This is an optimization exercise on Yosys and OpenROAD, whose aim is small area, not a production implementation.
Where RTL was checked, it was by simulation tests only, not by an equivalence proof against the original.
Power and IR drop assume default switching activity.

Setup of north:
==> flow/design.v (excerpt) <==
module vgacontrol(
input PCLK,
input PRESERN,
input PSEL,
input PENABLE,
output wire PREADY,
output wire PSLVERR,
input PWRITE,
input [31:0] PADDR,
input wire [31:0] PWDATA,
output reg [31:0] PRDATA,
output HS,
output VS,
output reg vga_R,
output reg vga_G,
output reg vga_B,
input SW,
input SW2,
input SW3
);
For scale: roughly 8500 um^2 of cells after synthesis.
Settings: LEC_CHECK=0, CAP_MARGIN=20, CORE_MARGIN=2, CORE_UTILIZATION=60, CTS_BUF_LIST=sky130_fd_sc_hd__clkbuf_16, CTS_CLUSTER_DIAMETER=120, CTS_CLUSTER_SIZE=30, GPL_ROUTABILITY_DRIVEN=0, PLACE_DENSITY=0.75, SLEW_MARGIN=20; clock period 10.0 ns.
standard.sh (not shown) runs the stock make flow with config.mk's settings and CLKGATE_MAP_FILE= SYNTH_SCRIPT=/design/flow/synth_recipe.tcl, a recipe that flattens the netlist after the stock synthesis.
==> flow/flow/run.sh <==
#!/bin/bash
# Own layout flow: the standard synthesis, then an area-oriented re-mapping of its
# combinational logic (every register kept as the standard synthesis made it, checked
# equivalent by SAT with the registers cut), then the standard layout with
# single-strength port buffers.
set -euo pipefail
WORK=$PWD
FLOWDIR=$WORK/flow
R=$WORK/orfs/results/$FLOW_PLATFORM/vgacontrol/base
YOSYS=$FLOW_HOME/../tools/install/yosys/bin/yosys
LIB=$FLOW_HOME/platforms/$FLOW_PLATFORM/lib/sky130_fd_sc_hd__tt_025C_1v80.lib

# 1. standard synthesis
bash standard.sh synth > $WORK/1_standard_synth.log 2>&1
cp $R/1_2_yosys.v $WORK/1_2_yosys_standard.v

# 2. re-map the combinational logic for area with a few ABC runs; flip-flops and tie cells
#    stay as they are
DU=$(sed -n '/DONT_USE_CELLS +=/,/^$/p' $FLOW_HOME/platforms/$FLOW_PLATFORM/config.mk | grep -o 'sky130_fd_sc_hd__[a-z0-9_]*' | sed 's/^/-dont_use /' | tr '\n' ' ')
NF="&dch -f; &nf -R 1000"
remap() {  # remap NAME ABC_SCRIPT
  echo "$2" > $WORK/remap_$1.abc
  cat > $WORK/remap_$1.ys <<EOY
read_liberty -ignore_miss_func $LIB
blackbox sky130_fd_sc_hd__df* sky130_fd_sc_hd__edf* sky130_fd_sc_hd__sdf* sky130_fd_sc_hd__conb_1
read_verilog $WORK/1_2_yosys_standard.v
hierarchy -top $FLOW_TOP
flatten
opt_clean
opt -fast
abc -liberty $LIB $DU -script $WORK/remap_$1.abc
opt_clean
setundef -zero
hilomap -singleton -hicell sky130_fd_sc_hd__conb_1 HI -locell sky130_fd_sc_hd__conb_1 LO
splitnets
opt_clean -purge
insbuf -buf sky130_fd_sc_hd__buf_4 A X
tee -o $WORK/remap_$1.stat stat -liberty $LIB
write_verilog -noattr -noexpr -nohex -nodec $WORK/remap_$1.v
EOY
  $YOSYS -q -l $WORK/2_remap_$1.log -s $WORK/remap_$1.ys > /dev/null 2>&1 || return 0
  # equivalence with the standard netlist, registers cut into ports at the same names
  python3 $FLOWDIR/cut.py $WORK/1_2_yosys_standard.v $WORK/eq_gold_$1.v 2>> $WORK/2_eq_$1.log
  python3 $FLOWDIR/cut.py $WORK/remap_$1.v $WORK/eq_gate_$1.v 2>> $WORK/2_eq_$1.log
  if $YOSYS -q -l $WORK/2_eq_$1.log -p "read_liberty -ignore_miss_func $LIB; read_verilog $WORK/eq_gold_$1.v; rename $FLOW_TOP gold; read_verilog $WORK/eq_gate_$1.v; rename $FLOW_TOP gate; flatten; opt_clean; miter -equiv -flatten -make_assert gold gate miter; hierarchy -top miter; sat -verify -prove-asserts miter" > /dev/null 2>&1; then
    awk '/Chip area/ {print $NF}' $WORK/remap_$1.stat > $WORK/remap_$1.area
  fi
  rm -f $WORK/eq_gold_$1.v $WORK/eq_gate_$1.v
}
remap s0 "strash; &get -n; &deepsyn -I 1 -J 20 -S 0; $NF; $NF; &put; topo" &
remap s1 "strash; &get -n; &deepsyn -I 1 -J 20 -S 1; $NF; $NF; &put; topo" &
remap s2 "strash; &get -n; &deepsyn -I 1 -J 20 -S 2; $NF; $NF; &put; topo" &
remap s3 "strash; &get -n; &deepsyn -I 1 -J 40 -S 0; $NF; $NF; $NF; &put; topo" &
wait
remap s4 "strash; &get -n; &deepsyn -I 1 -J 20 -S 4; $NF; $NF; &put; topo" &
remap s5 "strash; &get -n; &deepsyn -I 1 -J 20 -S 5; $NF; $NF; &put; topo" &
remap s6 "strash; &get -n; &deepsyn -T 90 -S 0; $NF; $NF; &put; topo" &
remap s7 "strash; &get -n; &deepsyn -I 1 -J 20 -S 3; $NF; &st; &deepsyn -I 1 -J 20 -S 3; $NF; $NF; &put; topo" &
wait
BEST=""
for f in $WORK/remap_*.area; do
  [ -s "$f" ] || continue
  a=$(cat $f); n=$(basename $f .area)
  echo "$n $a" >> $WORK/2_remap_choice.log
  if [ -z "$BEST" ] || awk -v a=$a -v b=$BESTA 'BEGIN{exit !(a<b)}'; then BEST=$n; BESTA=$a; fi
done
if [ -n "$BEST" ]; then
  echo "chosen $BEST $BESTA" >> $WORK/2_remap_choice.log
  cp $WORK/$BEST.v $R/1_2_yosys.v
  touch $R/1_2_yosys.v
else
  echo "no re-mapping proved equivalent; standard netlist kept" >> $WORK/2_remap_choice.log
fi

# 3. the standard layout from the chosen netlist, port buffers of the smallest size and
#    a clock tree without dummy balancing loads
export BUFFER_PORTS_ARGS="-buffer_cell sky130_fd_sc_hd__buf_1"
export CTS_ARGS="-sink_clustering_enable -repair_clock_nets -sink_clustering_size ${CTS_SIZE:-30} -sink_clustering_max_diameter ${CTS_DIAM:-120} -buf_list {sky130_fd_sc_hd__clkbuf_4 sky130_fd_sc_hd__clkbuf_16} -root_buf sky130_fd_sc_hd__clkbuf_4 -dont_use_dummy_load"
bash standard.sh > $WORK/3_standard_layout.log 2>&1
Other scripts of this flow, unchanged in this note and not shown: flow/flow/cut.py
Input-level comparison between south and north:
Settings: swapping 60 for 75 in CORE_UTILIZATION; clearing GPL_ROUTABILITY_DRIVEN, which used to be 0; swapping 0.75 for 0.85 in PLACE_DENSITY.
Notes after the runs:
- Of south and north, the lower sequential share of cell area belongs to north.
- Clock-pin slew on the worst setup and hold paths: south vs north — no meaningful difference
- Comparing the two runs side by side, south comes out behind north on final setup slack of the worst path.
- Min via count across south and north: north
- Where fmax is concerned, north is better than south.

* * *

Another version of the RTL of vgacontrol (not shown whole).
Size: ~960 cells after synthesis, roughly 110 I/O pins, about 9100 um^2 of cells after synthesis.
Settings: LEC_CHECK=0, CAP_MARGIN=20, CORE_MARGIN=2, CORE_UTILIZATION=60, CTS_BUF_LIST=sky130_fd_sc_hd__clkbuf_16, CTS_CLUSTER_DIAMETER=80, CTS_CLUSTER_SIZE=30, PLACE_DENSITY=0.75, SLEW_MARGIN=20; clock period 10.0 ns.
==> flow/flow/run.sh <==
#!/bin/bash
# Own layout flow: the standard synthesis, then an area-oriented re-mapping of its
# combinational logic (every register kept as the standard synthesis made it, checked
# equivalent by SAT with the registers cut), then the standard layout with
# single-strength port buffers.
set -euo pipefail
WORK=$PWD
FLOWDIR=$WORK/flow
R=$WORK/orfs/results/$FLOW_PLATFORM/vgacontrol/base
YOSYS=$FLOW_HOME/../tools/install/yosys/bin/yosys
LIB=$FLOW_HOME/platforms/$FLOW_PLATFORM/lib/sky130_fd_sc_hd__tt_025C_1v80.lib

# 1. standard synthesis
bash standard.sh synth > $WORK/1_standard_synth.log 2>&1
cp $R/1_2_yosys.v $WORK/1_2_yosys_standard.v

# 2. re-map the combinational logic for area with a few ABC runs; flip-flops and tie cells
#    stay as they are
DU=$(sed -n '/DONT_USE_CELLS +=/,/^$/p' $FLOW_HOME/platforms/$FLOW_PLATFORM/config.mk | grep -o 'sky130_fd_sc_hd__[a-z0-9_]*' | sed 's/^/-dont_use /' | tr '\n' ' ')
NF="&dch -f; &nf -R 1000"
remap() {  # remap NAME ABC_SCRIPT
  echo "$2" > $WORK/remap_$1.abc
  cat > $WORK/remap_$1.ys <<EOY
read_liberty -ignore_miss_func $LIB
blackbox sky130_fd_sc_hd__df* sky130_fd_sc_hd__edf* sky130_fd_sc_hd__sdf* sky130_fd_sc_hd__conb_1
read_verilog $WORK/1_2_yosys_standard.v
hierarchy -top $FLOW_TOP
flatten
opt_clean
opt -fast
abc -liberty $LIB $DU -script $WORK/remap_$1.abc
opt_clean
setundef -zero
hilomap -singleton -hicell sky130_fd_sc_hd__conb_1 HI -locell sky130_fd_sc_hd__conb_1 LO
splitnets
opt_clean -purge
insbuf -buf sky130_fd_sc_hd__buf_4 A X
tee -o $WORK/remap_$1.stat stat -liberty $LIB
write_verilog -noattr -noexpr -nohex -nodec $WORK/remap_$1.v
EOY
  $YOSYS -q -l $WORK/2_remap_$1.log -s $WORK/remap_$1.ys > /dev/null 2>&1 || return 0
  # equivalence with the standard netlist, registers cut into ports at the same names
  python3 $FLOWDIR/cut.py $WORK/1_2_yosys_standard.v $WORK/eq_gold_$1.v 2>> $WORK/2_eq_$1.log
  python3 $FLOWDIR/cut.py $WORK/remap_$1.v $WORK/eq_gate_$1.v 2>> $WORK/2_eq_$1.log
  if $YOSYS -q -l $WORK/2_eq_$1.log -p "read_liberty -ignore_miss_func $LIB; read_verilog $WORK/eq_gold_$1.v; rename $FLOW_TOP gold; read_verilog $WORK/eq_gate_$1.v; rename $FLOW_TOP gate; flatten; opt_clean; miter -equiv -flatten -make_assert gold gate miter; hierarchy -top miter; sat -verify -prove-asserts miter" > /dev/null 2>&1; then
    awk '/Chip area/ {print $NF}' $WORK/remap_$1.stat > $WORK/remap_$1.area
  fi
  rm -f $WORK/eq_gold_$1.v $WORK/eq_gate_$1.v
}
remap s0 "strash; &get -n; &deepsyn -I 1 -J 20 -S 0; $NF; $NF; &put; topo" &
remap s1 "strash; &get -n; &deepsyn -I 1 -J 20 -S 1; $NF; $NF; &put; topo" &
remap s2 "strash; &get -n; &deepsyn -I 1 -J 20 -S 2; $NF; $NF; &put; topo" &
remap s3 "strash; &get -n; &deepsyn -I 1 -J 20 -S 3; $NF; &st; &deepsyn -I 1 -J 20 -S 3; $NF; $NF; &put; topo" &
wait
BEST=""
for f in $WORK/remap_*.area; do
  [ -s "$f" ] || continue
  a=$(cat $f); n=$(basename $f .area)
  echo "$n $a" >> $WORK/2_remap_choice.log
  if [ -z "$BEST" ] || awk -v a=$a -v b=$BESTA 'BEGIN{exit !(a<b)}'; then BEST=$n; BESTA=$a; fi
done
if [ -n "$BEST" ]; then
  echo "chosen $BEST $BESTA" >> $WORK/2_remap_choice.log
  cp $WORK/$BEST.v $R/1_2_yosys.v
  touch $R/1_2_yosys.v
else
  echo "no re-mapping proved equivalent; standard netlist kept" >> $WORK/2_remap_choice.log
fi

# 3. the standard layout from the chosen netlist, port buffers of the smallest size
export BUFFER_PORTS_ARGS="-buffer_cell sky130_fd_sc_hd__buf_1"
bash standard.sh > $WORK/3_standard_layout.log 2>&1
Other scripts of this flow, unchanged in this note and not shown: flow/flow/cut.py
==> next run, changes <==
Settings changed: CAP_MARGIN 20 to 0, CORE_UTILIZATION 60 to 40, PLACE_DENSITY 0.75 to 0.6, SLEW_MARGIN 20 to 0.
=>
- clock-buffer cell count climbs by 2
- cell area climbs by 2.6%
- cell count climbs by 8.3%
- fmax drops by 8.4%
- wire length climbs by 11%
- register-to-register slack stays flat
- synthesized cell count stays the same
- clock power climbs by 18%
- utilization drops by 21 points
- via count climbs by 1.5%
- global-route usage drops by 6.3 points
Function was not checked in any run of this note: the RTL went through the layout flow alone.

* * *

== v24 ==
Another version of the RTL of vgacontrol (not shown whole).
Size: about 990 cells after synthesis, about 110 I/O pins, roughly 0.0094 mm2 of cells after synthesis.
Settings: LEC_CHECK=0, CAP_MARGIN=20, CORE_MARGIN=2, CORE_UTILIZATION=60, CTS_BUF_LIST=sky130_fd_sc_hd__clkbuf_16, CTS_CLUSTER_DIAMETER=80, CTS_CLUSTER_SIZE=30, PLACE_DENSITY=0.75, SLEW_MARGIN=20; clock period 10.0 ns.
==> flow/flow/cut.py <==
import re,sys
# replace each flip-flop instance by ports: its Q becomes an input, its D/DE become outputs
src=open(sys.argv[1]).read()
m=re.search(r'module\s+(\w+)\s*\((.*?)\);',src,re.S)
newports=[];decls=[];assigns=[]
def repl(mm):
    cell,name,body=mm.group(1),mm.group(2),mm.group(3)
    pins=dict((p,n.strip()) for p,n in re.findall(r'\.(\w+)\(([^()]*)\)',body))
    key=re.sub(r'[^A-Za-z0-9_]','_',name.strip().lstrip('\\'))
    key=re.sub(r'_(S?DFF|DFFE|SDFFE|SDFFCE)\w*$','',key)
    for p,n in pins.items():
        if p in ('CLK',): continue
        if p in ('Q','Q_N'):
            pn=f'q_{key}_{p}'; newports.append(pn); decls.append(f'input {pn};'); assigns.append(f'assign {n} = {pn} ;')
        else:
            pn=f'o_{key}_{p}'; newports.append(pn); decls.append(f'output {pn};'); assigns.append(f'assign {pn} = {n} ;')
    return ''
body=re.sub(r'(sky130_fd_sc_hd__e?dfx\w+)\s+(\S+)\s*\((.*?)\);',repl,src,flags=re.S)
hdr=m.group(0)
newhdr=hdr[:-2]+(', ' if m.group(2).strip() else '')+', '.join(newports)+');'
body=body.replace(hdr,newhdr+'\n'+'\n'.join(decls),1)
body=body.replace('endmodule','\n'.join(assigns)+'\nendmodule',1)
open(sys.argv[2],'w').write(body)
print(len(newports),'ports added', file=sys.stderr)
Scripts as last shown in full above: flow/flow/run.sh
Changes in v5 relative to v24:
Settings: CORE_UTILIZATION: 60 -> 40; PLACE_DENSITY: 0.75 -> 0.6.
==> notes.md <==
When the final numbers for v24 and v5 were put side by side, the core utilization turned out to be smaller in v5.
Looking only at setup slack after layout, and setting everything else aside, the lower value of v24 and v5 goes to v5.
In the reports for v24 and v5, the smaller worst clock skew on the final layout belongs to v24.
Number of instances in the synthesized netlist: v24 vs v5 identical
What v58 does differently from v5 at the input level:
Settings: CTS_CLUSTER_SIZE: 30 -> 20; CTS_CLUSTER_DIAMETER: 80 -> 50; PLACE_DENSITY: 0.6 -> 0.75; CTS_BUF_LIST: sky130_fd_sc_hd__clkbuf_16 -> sky130_fd_sc_hd__clkbuf_8; CORE_UTILIZATION: 40 -> 60.
Results
- v58 has completed all stages; timing, DRC and antenna checks passed.
- In the tables for v5 and v58, clock power reads lower with v5.
- Compare v5 and v58 | via count of the first global-routing pass higher: v58
- Final net count ends up lower on v5.
- Re synthesized area: no difference whatsoever between v58 and v5.
- On stage delay of the slowest cell on the critical path, v5 and v58 are basically level.

* * *

Another version of the RTL of vgacontrol (not shown whole).
clock: 10.0 ns
lec_check: 0
cap_margin: 20
core_margin: 2
core_utilization: 60
cts_buf_list: sky130_fd_sc_hd__clkbuf_16
cts_cluster_diameter: 80
cts_cluster_size: 30
place_density: 0.75
slew_margin: 20
==> flow/flow/run.sh <==
#!/bin/bash
# Own layout flow: the standard synthesis, then an area-oriented re-mapping of its
# combinational logic (every register kept as the standard synthesis made it, checked
# equivalent by SAT with the registers cut), then the standard layout with
# single-strength port buffers.
set -euo pipefail
WORK=$PWD
FLOWDIR=$WORK/flow
R=$WORK/orfs/results/$FLOW_PLATFORM/vgacontrol/base
YOSYS=$FLOW_HOME/../tools/install/yosys/bin/yosys
LIB=$FLOW_HOME/platforms/$FLOW_PLATFORM/lib/sky130_fd_sc_hd__tt_025C_1v80.lib

# 1. standard synthesis
bash standard.sh synth > $WORK/1_standard_synth.log 2>&1
cp $R/1_2_yosys.v $WORK/1_2_yosys_standard.v

# 2. re-map the combinational logic for area with a few ABC runs; flip-flops and tie cells
#    stay as they are
DU=$(sed -n '/DONT_USE_CELLS +=/,/^$/p' $FLOW_HOME/platforms/$FLOW_PLATFORM/config.mk | grep -o 'sky130_fd_sc_hd__[a-z0-9_]*' | sed 's/^/-dont_use /' | tr '\n' ' ')
NF="&dch -f; &nf -R 1000"
remap() {  # remap NAME ABC_SCRIPT
  echo "$2" > $WORK/remap_$1.abc
  cat > $WORK/remap_$1.ys <<EOY
read_liberty -ignore_miss_func $LIB
blackbox sky130_fd_sc_hd__df* sky130_fd_sc_hd__edf* sky130_fd_sc_hd__sdf* sky130_fd_sc_hd__conb_1
read_verilog $WORK/1_2_yosys_standard.v
hierarchy -top $FLOW_TOP
flatten
opt_clean
opt -fast
abc -liberty $LIB $DU -script $WORK/remap_$1.abc
opt_clean
setundef -zero
hilomap -singleton -hicell sky130_fd_sc_hd__conb_1 HI -locell sky130_fd_sc_hd__conb_1 LO
splitnets
opt_clean -purge
insbuf -buf sky130_fd_sc_hd__buf_4 A X
tee -o $WORK/remap_$1.stat stat -liberty $LIB
write_verilog -noattr -noexpr -nohex -nodec $WORK/remap_$1.v
EOY
  $YOSYS -q -l $WORK/2_remap_$1.log -s $WORK/remap_$1.ys > /dev/null 2>&1 || return 0
  # equivalence with the standard netlist, registers cut into ports at the same names
  python3 $FLOWDIR/cut.py $WORK/1_2_yosys_standard.v $WORK/eq_gold_$1.v 2>> $WORK/2_eq_$1.log
  python3 $FLOWDIR/cut.py $WORK/remap_$1.v $WORK/eq_gate_$1.v 2>> $WORK/2_eq_$1.log
  if $YOSYS -q -l $WORK/2_eq_$1.log -p "read_liberty -ignore_miss_func $LIB; read_verilog $WORK/eq_gold_$1.v; rename $FLOW_TOP gold; read_verilog $WORK/eq_gate_$1.v; rename $FLOW_TOP gate; flatten; opt_clean; miter -equiv -flatten -make_assert gold gate miter; hierarchy -top miter; sat -verify -prove-asserts miter" > /dev/null 2>&1; then
    awk '/Chip area/ {print $NF}' $WORK/remap_$1.stat > $WORK/remap_$1.area
  fi
  rm -f $WORK/eq_gold_$1.v $WORK/eq_gate_$1.v
}
remap s0 "strash; &get -n; &deepsyn -I 1 -J 20 -S 0; $NF; $NF; &put; topo" &
remap s1 "strash; &get -n; &deepsyn -I 1 -J 20 -S 1; $NF; $NF; &put; topo" &
remap s2 "strash; &get -n; &deepsyn -I 1 -J 20 -S 2; $NF; $NF; &put; topo" &
remap s3 "strash; &get -n; &deepsyn -I 1 -J 20 -S 3; $NF; &st; &deepsyn -I 1 -J 20 -S 3; $NF; $NF; &put; topo" &
wait
BEST=""
for f in $WORK/remap_*.area; do
  [ -s "$f" ] || continue
  a=$(cat $f); n=$(basename $f .area)
  echo "$n $a" >> $WORK/2_remap_choice.log
  if [ -z "$BEST" ] || awk -v a=$a -v b=$BESTA 'BEGIN{exit !(a<b)}'; then BEST=$n; BESTA=$a; fi
done
if [ -n "$BEST" ]; then
  echo "chosen $BEST $BESTA" >> $WORK/2_remap_choice.log
  cp $WORK/$BEST.v $R/1_2_yosys.v
  touch $R/1_2_yosys.v
else
  echo "no re-mapping proved equivalent; standard netlist kept" >> $WORK/2_remap_choice.log
fi

# 3. the standard layout from the chosen netlist, port buffers of the smallest size and
#    a clock tree without dummy balancing loads
export BUFFER_PORTS_ARGS="-buffer_cell sky130_fd_sc_hd__buf_1"
export CTS_ARGS="-sink_clustering_enable -repair_clock_nets -sink_clustering_size ${CTS_SIZE:-30} -sink_clustering_max_diameter ${CTS_DIAM:-80} -buf_list {sky130_fd_sc_hd__clkbuf_8 sky130_fd_sc_hd__clkbuf_16} -root_buf sky130_fd_sc_hd__clkbuf_8 -dont_use_dummy_load"
bash standard.sh > $WORK/3_standard_layout.log 2>&1
Scripts as last shown in full above: flow/flow/cut.py
The first run ran to the end with no violations.
Rerun with:
--- a/flow/flow/run.sh
+++ b/flow/flow/run.sh
@@ -53 +53,6 @@
-remap s3 "strash; &get -n; &deepsyn -I 1 -J 20 -S 3; $NF; &st; &deepsyn -I 1 -J 20 -S 3; $NF; $NF; &put; topo" &
+remap s3 "strash; &get -n; &deepsyn -I 1 -J 40 -S 0; $NF; $NF; $NF; &put; topo" &
+wait
+remap s4 "strash; &get -n; &deepsyn -I 1 -J 20 -S 4; $NF; $NF; &put; topo" &
+remap s5 "strash; &get -n; &deepsyn -I 1 -J 20 -S 5; $NF; $NF; &put; topo" &
+remap s6 "strash; &get -n; &deepsyn -T 90 -S 0; $NF; $NF; &put; topo" &
+remap s7 "strash; &get -n; &deepsyn -I 1 -J 20 -S 3; $NF; &st; &deepsyn -I 1 -J 20 -S 3; $NF; $NF; &put; topo" &
@@ -73 +78 @@
-export CTS_ARGS="-sink_clustering_enable -repair_clock_nets -sink_clustering_size ${CTS_SIZE:-30} -sink_clustering_max_diameter ${CTS_DIAM:-80} -buf_list {sky130_fd_sc_hd__clkbuf_8 sky130_fd_sc_hd__clkbuf_16} -root_buf sky130_fd_sc_hd__clkbuf_8 -dont_use_dummy_load"
+export CTS_ARGS="-sink_clustering_enable -repair_clock_nets -sink_clustering_size ${CTS_SIZE:-30} -sink_clustering_max_diameter ${CTS_DIAM:-120} -buf_list sky130_fd_sc_hd__clkbuf_16 -dont_use_dummy_load"
CAP_MARGIN = 0   (was 20)
CTS_CLUSTER_DIAMETER = 120   (was 80)
SLEW_MARGIN = 0   (was 20)
After rerunning: Power grows by 0.55%. Wire length shrinks by about 0.46%. Design area shrinks by about 0.6%. Setup slack loses 220 ps. Die area shrinks by about 0.9%. Sequential share of layout area grows by 0.30 points.
Rerun with:
--- a/flow/flow/run.sh
+++ b/flow/flow/run.sh
@@ -53,6 +53 @@
-remap s3 "strash; &get -n; &deepsyn -I 1 -J 40 -S 0; $NF; $NF; $NF; &put; topo" &
-wait
-remap s4 "strash; &get -n; &deepsyn -I 1 -J 20 -S 4; $NF; $NF; &put; topo" &
-remap s5 "strash; &get -n; &deepsyn -I 1 -J 20 -S 5; $NF; $NF; &put; topo" &
-remap s6 "strash; &get -n; &deepsyn -T 90 -S 0; $NF; $NF; &put; topo" &
-remap s7 "strash; &get -n; &deepsyn -I 1 -J 20 -S 3; $NF; &st; &deepsyn -I 1 -J 20 -S 3; $NF; $NF; &put; topo" &
+remap s3 "strash; &get -n; &deepsyn -I 1 -J 20 -S 3; $NF; &st; &deepsyn -I 1 -J 20 -S 3; $NF; $NF; &put; topo" &
@@ -78 +73 @@
-export CTS_ARGS="-sink_clustering_enable -repair_clock_nets -sink_clustering_size ${CTS_SIZE:-30} -sink_clustering_max_diameter ${CTS_DIAM:-120} -buf_list sky130_fd_sc_hd__clkbuf_16 -dont_use_dummy_load"
+export CTS_ARGS="-sink_clustering_enable -repair_clock_nets -sink_clustering_size ${CTS_SIZE:-36} -sink_clustering_max_diameter ${CTS_DIAM:-60} -buf_list sky130_fd_sc_hd__clkbuf_16 -dont_use_dummy_load"
CAP_MARGIN = 20   (was 0)
CTS_CLUSTER_DIAMETER = 80   (was 120)
SLEW_MARGIN = 20   (was 0)
Outcome:
- design area increases by 1.8%
- clock-buffer cell count went up by 4
- clock skew climbs by 8.8 ps
- final cell count increases by about 1.3%
- area after synthesis is higher by about 0.9%
- power rose by about 6%
- hold slack improves by 42 ps
- routed wire length rises by about 1.6%
- via count grows by about 0.9%
Rerun with:
--- a/flow/flow/run.sh
+++ b/flow/flow/run.sh
@@ -73 +73 @@
-export CTS_ARGS="-sink_clustering_enable -repair_clock_nets -sink_clustering_size ${CTS_SIZE:-36} -sink_clustering_max_diameter ${CTS_DIAM:-60} -buf_list sky130_fd_sc_hd__clkbuf_16 -dont_use_dummy_load"
+export CTS_ARGS="-sink_clustering_enable -repair_clock_nets -sink_clustering_size ${CTS_SIZE:-30} -sink_clustering_max_diameter ${CTS_DIAM:-120} -buf_list sky130_fd_sc_hd__clkbuf_16 -dont_use_dummy_load"
Effect:
- The new run passed the timing, DRC and antenna checks
- clock skew decreases by 5.9 ps
- first-iteration DRC count came out lower by 12%
- area after synthesis does not change
- worst hold slack gets worse by 28 ps
Rerun with:
--- a/flow/flow/run.sh
+++ b/flow/flow/run.sh
@@ -53 +53,6 @@
-remap s3 "strash; &get -n; &deepsyn -I 1 -J 20 -S 3; $NF; &st; &deepsyn -I 1 -J 20 -S 3; $NF; $NF; &put; topo" &
+remap s3 "strash; &get -n; &deepsyn -I 1 -J 40 -S 0; $NF; $NF; $NF; &put; topo" &
+wait
+remap s4 "strash; &get -n; &deepsyn -I 1 -J 20 -S 4; $NF; $NF; &put; topo" &
+remap s5 "strash; &get -n; &deepsyn -I 1 -J 20 -S 5; $NF; $NF; &put; topo" &
+remap s6 "strash; &get -n; &deepsyn -T 90 -S 0; $NF; $NF; &put; topo" &
+remap s7 "strash; &get -n; &deepsyn -I 1 -J 20 -S 3; $NF; &st; &deepsyn -I 1 -J 20 -S 3; $NF; $NF; &put; topo" &
CTS_CLUSTER_DIAMETER = 120   (was 80)
The changed run finished with timing, DRC and antenna clean.
Total power hardly moves.
Final cell count decreases by 0.94%.
First-iteration DRC count rose by about 14%.
Global-route usage came out higher by 0.74 points.
Non-clock buffer count is higher by 2.
Utilization fell by 0.22 points.
Worst setup slack gets worse by 240 ps.
Via count barely changes.
Synthesized cell count drops by about 1.4%.
Critical path depth decreases by 2.
Sequential share of layout area went up by 0.35 points.
Rerun with:
--- a/flow/flow/run.sh
+++ b/flow/flow/run.sh
@@ -53,6 +53 @@
-remap s3 "strash; &get -n; &deepsyn -I 1 -J 40 -S 0; $NF; $NF; $NF; &put; topo" &
-wait
-remap s4 "strash; &get -n; &deepsyn -I 1 -J 20 -S 4; $NF; $NF; &put; topo" &
-remap s5 "strash; &get -n; &deepsyn -I 1 -J 20 -S 5; $NF; $NF; &put; topo" &
-remap s6 "strash; &get -n; &deepsyn -T 90 -S 0; $NF; $NF; &put; topo" &
-remap s7 "strash; &get -n; &deepsyn -I 1 -J 20 -S 3; $NF; &st; &deepsyn -I 1 -J 20 -S 3; $NF; $NF; &put; topo" &
+remap s3 "strash; &get -n; &deepsyn -I 1 -J 20 -S 3; $NF; &st; &deepsyn -I 1 -J 20 -S 3; $NF; $NF; &put; topo" &
@@ -78 +73 @@
-export CTS_ARGS="-sink_clustering_enable -repair_clock_nets -sink_clustering_size ${CTS_SIZE:-30} -sink_clustering_max_diameter ${CTS_DIAM:-120} -buf_list sky130_fd_sc_hd__clkbuf_16 -dont_use_dummy_load"
+export CTS_ARGS="-sink_clustering_enable -repair_clock_nets -sink_clustering_size ${CTS_SIZE:-30} -sink_clustering_max_diameter ${CTS_DIAM:-80} -buf_list sky130_fd_sc_hd__clkbuf_16 -dont_use_dummy_load"
CTS_CLUSTER_DIAMETER = 80   (was 120)
Clock skew climbs by 9.3 ps.
Area after synthesis came out higher by 0.93%.
Synthesized cell count came out higher by 1.5%.
Final cell count grows by 1.0%.

static timing again, ports no longer ideal:
How much do the figures lean on ideal ports? The routed layouts below were timed once more, with nothing changed but the port constraints. Step 1: set_driving_cell puts a clkbuf_16 on PCLK and a buf_2 on each other input, an assumption about the parent block. Step 2 times the ports against the registers' clock, not the clock port: input delays grow and output delays shrink by t, the midpoint of the rising clock arrivals with the driver on. a / b / c = ideal / step 1 / step 2; a / b = the first two.
| run | t (ns) | setup WS [ns] | worst hold slack (ns) |
|---|---|---|---|
| north | 0.590 | 2.983 / 2.996 / 2.406 | 0.338 / 0.338 / 0.338 |
| south | 0.609 | 2.535 / 2.541 / 1.931 | 0.336 / 0.336 / 0.336 |
| the first run of note 2 | 0.509 | 3.522 / 3.543 / 3.034 | 0.321 / 0.321 / 0.321 |
| the second run of note 2 | 0.530 | 2.927 / 2.949 / 2.418 | 0.333 / 0.333 / 0.333 |
| v24 | 0.520 | 5.459 / 5.486 / 4.967 | 0.337 / 0.337 / 0.337 |
| v5 | 0.536 | 5.456 / 5.476 / 4.940 | 0.342 / 0.342 / 0.342 |
| v58 | 0.589 | 5.522 / 5.545 / 4.956 | 0.343 / 0.343 / 0.343 |
| the first run of note 4 | 0.528 | 3.455 / 3.471 / 2.944 | 0.337 / 0.337 / 0.337 |
| the second run of note 4 | 0.482 | 3.235 / 3.254 / 2.773 | 0.290 / 0.290 / 0.290 |
| the third run of note 4 | 0.510 | 3.432 / 3.455 / 2.945 | 0.332 / 0.332 / 0.332 |
| the fourth run of note 4 | 0.485 | 3.480 / 3.504 / 3.019 | 0.304 / 0.304 / 0.304 |
| the fifth run of note 4 | 0.482 | 3.235 / 3.254 / 2.773 | 0.290 / 0.290 / 0.290 |
| the sixth run of note 4 | 0.502 | 3.478 / 3.502 / 3.000 | 0.337 / 0.337 / 0.337 |
After both steps every run listed still meets setup and hold. The setup slack of south, which loses most, moves by +0.006 ns with the drivers and by -0.604 ns with both steps.
